Context: an optimization exercise on an open-source flow, tuned for small area, a short achievable clock period and few clock cycles. The choices shown serve that exercise and are no tape-out recipe. The RTL was checked by simulation tests, not by an equivalence proof against the original design. No activity file was given, so power comes from the tool's default toggle rates.

garnet:
// stream_comp_invoke_top_module_FSM_1
module stream_comp_invoke_top_module_FSM_1
        #(parameter width = 10)(
        input clk, rst,
        input [width - 1 : 0] data_in_fifo,
        input [width - 1 : 0] length_in_fifo,
        input [width - 1 : 0] command_in_fifo,
        input invoke,
        input [1 : 0] next_mode_in,
        output rd_data_in_fifo,
        output rd_length_in_fifo,
        output rd_command_in_fifo,
        output [width - 1 : 0] length,
        output FC,
        output wr_out_fifo1,
        output [width - 1 : 0] result_out);
    reg [3 : 0] len_q;
    reg k1_q, k0_q;
    wire mm = ~k1_q;                  
    wire mx = k0_q;                   
    wire sm = k1_q & k0_q;            
    reg [3 : 0] cnt;
    wire busy = (cnt != 4'd0);
    wire last = (cnt == 4'd1);
    reg [width - 1 : 0] acc;
    wire inv1 = invoke & ~next_mode_in[0] & ~next_mode_in[1];
    wire inv2 = invoke & next_mode_in[0];
    wire inv3 = invoke & next_mode_in[1];
    wire ld1 = invoke & (next_mode_in[0] ~^ next_mode_in[1]);
    assign rd_command_in_fifo = inv1;
    assign rd_length_in_fifo = inv1;
    assign rd_data_in_fifo = (invoke & next_mode_in[0] & ~next_mode_in[1]) | busy;
    assign wr_out_fifo1 = inv3;
    assign FC = (invoke & (~next_mode_in[0] | (len_q == 4'd1))) | last;
    assign result_out = acc;
    wire keep_len = ~invoke | (next_mode_in[0] ^ next_mode_in[1]);
    assign length = {{(width - 4){1'b0}},
            ({4{inv1}} & length_in_fifo[3 : 0]) | ({4{keep_len}} & len_q)};
    wire cmd_mm = (command_in_fifo[width - 1 : 1] == 0);
    always @(posedge clk)
        len_q <= length[3 : 0];
    always @(posedge clk)
    begin
        if (ld1)
        begin
            k1_q <= ~cmd_mm;
            k0_q <= cmd_mm ? command_in_fifo[0] : (command_in_fifo == 2);
        end
    end
  ...
Settings: LEC_CHECK=0, CAP_MARGIN=20, CORE_AREA=2 2 60 60, DIE_AREA=0 0 62 62, SETUP_SLACK_MARGIN=1.5, SLEW_MARGIN=20; clock period 5.0 ns.
standard.sh (not shown) runs the stock make flow with config.mk's settings and CLKGATE_MAP_FILE= SYNTH_SCRIPT=/design/flow/synth_recipe.tcl, a recipe that flattens the netlist after the stock synthesis.
==> flow/flow/run.sh <==
#!/bin/bash
# The standard layout with these changes:
#  - synthesis is synth_recipe.tcl with ORFS's synth.tcl, except that ABC maps
#    the combinational logic with flow/abc.script (registers are untouched:
#    they are mapped before ABC runs, so names, count and cells stay those of
#    the standard synthesis);
#  - plain buf_1 cells as the port buffers (the resizer sizes them up where
#    timing needs it);
#  - one tie cell shared by the constant outputs;
#  - no dummy clock loads in CTS, clkbuf_8 clock buffers.
set -euo pipefail
here=$(pwd)
export BUFFER_PORTS_ARGS="-buffer_cell sky130_fd_sc_hd__buf_1"
export SKIP_REPAIR_TIE_FANOUT=1
# Standard CTS arguments, without the dummy loads CTS adds for balancing,
# and with clkbuf_8 clock buffers (keeps the flip-flop clock slew low).
export CTS_ARGS="-sink_clustering_enable -repair_clock_nets -dont_use_dummy_load -buf_list sky130_fd_sc_hd__clkbuf_8"
export ABC_SCRIPT_X=$here/flow/abc.script
sed 's|^source \$::env(SCRIPTS_DIR)/synth_preamble.tcl|&\nset abc_args [lreplace $abc_args 1 1 $::env(ABC_SCRIPT_X)]\nputs "abc_args: $abc_args"|' \
    "$FLOW_HOME/scripts/synth.tcl" > "$here/synth_abc.tcl"
grep -q 'ABC_SCRIPT_X' "$here/synth_abc.tcl"
sed "s|\$::env(SCRIPTS_DIR)/synth.tcl|$here/synth_abc.tcl|" synth_recipe.tcl > "$here/synth_top.tcl"
grep -q 'synth_abc.tcl' "$here/synth_top.tcl"
sed "s|SYNTH_SCRIPT=[^ ]*|SYNTH_SCRIPT=$here/synth_top.tcl|" standard.sh > "$here/own.sh"
grep -q 'synth_top.tcl' "$here/own.sh"
bash "$here/own.sh" > standard_flow.log 2>&1
==> flow/flow/abc.script <==
strash
&get -n
&st
&dch
&nf -R 1000
&put
topo
stime -c
buffer -c
upsize -c
dnsize -c
Having completed the whole flow, garnet delivered a layout that passed the timing, design-rule and antenna checks.
Testbench counts of garnet, summed over its fixed seeds: cycles 17,953.
[inputs] quartz vs garnet
Settings: a change of SETUP_SLACK_MARGIN from 1.5 to 2.05.
[summary]
The final layout from quartz, which completed every stage, passed the timing, design-rule and antenna checks at the end of the flow.
Delta (quartz minus garnet): combinational power shows an increase of about 30%, clock network power share shows a reduction of 1.3 points, logic depth of the worst register-to-register path shows an increase of 1.
Looking at clock buffer and inverter area fraction after layout, quartz sits 0.31 points lower than garnet does.
quartz ended up with more standard cells than garnet.
Compared quartz vs garnet, and worst supply voltage drop on vdd is up in quartz.
Going from garnet to quartz, non-clock buffer count grows by 17.
Looking only at routed wire length, and setting everything else aside, the higher value of garnet and quartz goes to quartz.
Worst hold slack delta (quartz − garnet): unfavourable
STATUS number of vias in the routed layout: quartz loses against garnet
Input-level comparison between amber and quartz:
Settings: GPL_TIMING_DRIVEN newly set to 0; SETUP_SLACK_MARGIN changed from 2.05 to 1.8.
## What came out
- [compare] base=quartz new=amber: post-synthesis compound-gate area fraction now sits at about the same level, number of signal-net buffers in the layout shrank by 9.
- Re post-layout utilization of the core: quartz was higher than amber.
- The combinational group share of total power of amber falls short of that of quartz by 6.0 points.
- Timing, DRC, antenna: 0 failures across amber and quartz
- Shortest clock period the worst path allows after layout (amber over quartz): increase, 210 ps
> inputs changed (amber -> indigo)
Settings: SETUP_SLACK_MARGIN: 1.8 -> 1.7; GPL_TIMING_DRIVEN: 0 -> unset.
--- outcome ---
Relative to amber, the post-route cell area measured on indigo has decreased by a few percent.
The clock-net power was comparable across amber and indigo.
indigo -> amber: die outline area delta 0, exact match
The HPWL reported at the end of detailed placement reported for indigo is smaller than that of amber by about 10%.
Detailed-route wire length on indigo is down relative to amber.
In the tables for amber and indigo, fraction of area in multi-input gates reads lower with amber.
Final worst slack on indigo is ahead of amber.
| minimum clock period | indigo vs amber | 14 ps lower |
Diff amber -> indigo: area growth from synthesis to layout moved down; overall power shrank by 1.1%; clock network power share decreased by 0.2 points relative to the old numbers.
What pepper does differently from indigo at the input level:
Settings: SETUP_SLACK_MARGIN now 1.9, was 1.7.
### Flow results
Comparing indigo against pepper, there is no change at all in number of buffers and inverters on the critical path. Wire: pepper routes more than indigo. Compared with indigo, number of filler instances in the final layout in pepper decreased slightly. Comparing indigo and pepper, the higher growth of design area from synthesis to finish was measured on pepper. Comparing indigo against pepper, there is no change at all in net count after synthesis. Routing usage on met1 of indigo is on par with pepper.
Relative to pepper, the following input files were edited for sierra:
Settings: changing SETUP_SLACK_MARGIN from 1.9 to 2.1.
### Flow results
sierra completed; timing, DRC and antenna clean
For clock skew, pepper and sierra come out practically identical.
Comparing sierra and pepper, area growth from synthesis to layout is lower on pepper.
In the flow results for sierra and pepper, the routed wire length is smaller on pepper.

-- what the ideal ports hide --
The results above use ideal ports. As a check the final layouts listed here were re-extracted and re-timed, cells and wires unchanged.
Step 1, drivers: a clkbuf_16 drives clk and a buf_2 each remaining input, both assumed.
Step 2, shift: input delay + t, output delay - t, t = (earliest + latest rising clock arrival at the registers) / 2. This alone moves slack from input paths to output paths.
a / b / c = ideal ports / drivers / drivers and shift; a / b = the first two.
| run | shift t [ns] | setup WS [ns] | hold slack, ns | worst setup path at the end | worst register clock-pin slew, ns |
|---|---|---|---|---|---|
| garnet | 0.274 | 1.642 / 1.621 / 1.498 | 0.547 / 0.547 / 0.547 | input to register | 0.08 / 0.08 |
| quartz | 0.283 | 2.119 / 2.091 / 1.854 | 0.536 / 0.536 / 0.536 | input to register | 0.08 / 0.08 |
| amber | 0.279 | 1.914 / 1.890 / 1.696 | 0.540 / 0.540 / 0.540 | input to register | 0.07 / 0.07 |
| indigo | 0.274 | 1.927 / 1.906 / 1.657 | 0.549 / 0.549 / 0.549 | input to register | 0.08 / 0.08 |
| pepper | 0.274 | 1.979 / 1.958 / 1.825 | 0.547 / 0.547 / 0.547 | input to register | 0.08 / 0.08 |
| sierra | 0.286 | 2.137 / 2.116 / 1.836 | 0.537 / 0.537 / 0.537 | input to register | 0.08 / 0.08 |
After both steps every run listed still meets setup and hold. The setup slack of sierra, which loses most, moves by -0.021 ns with the drivers and by -0.301 ns with both steps.
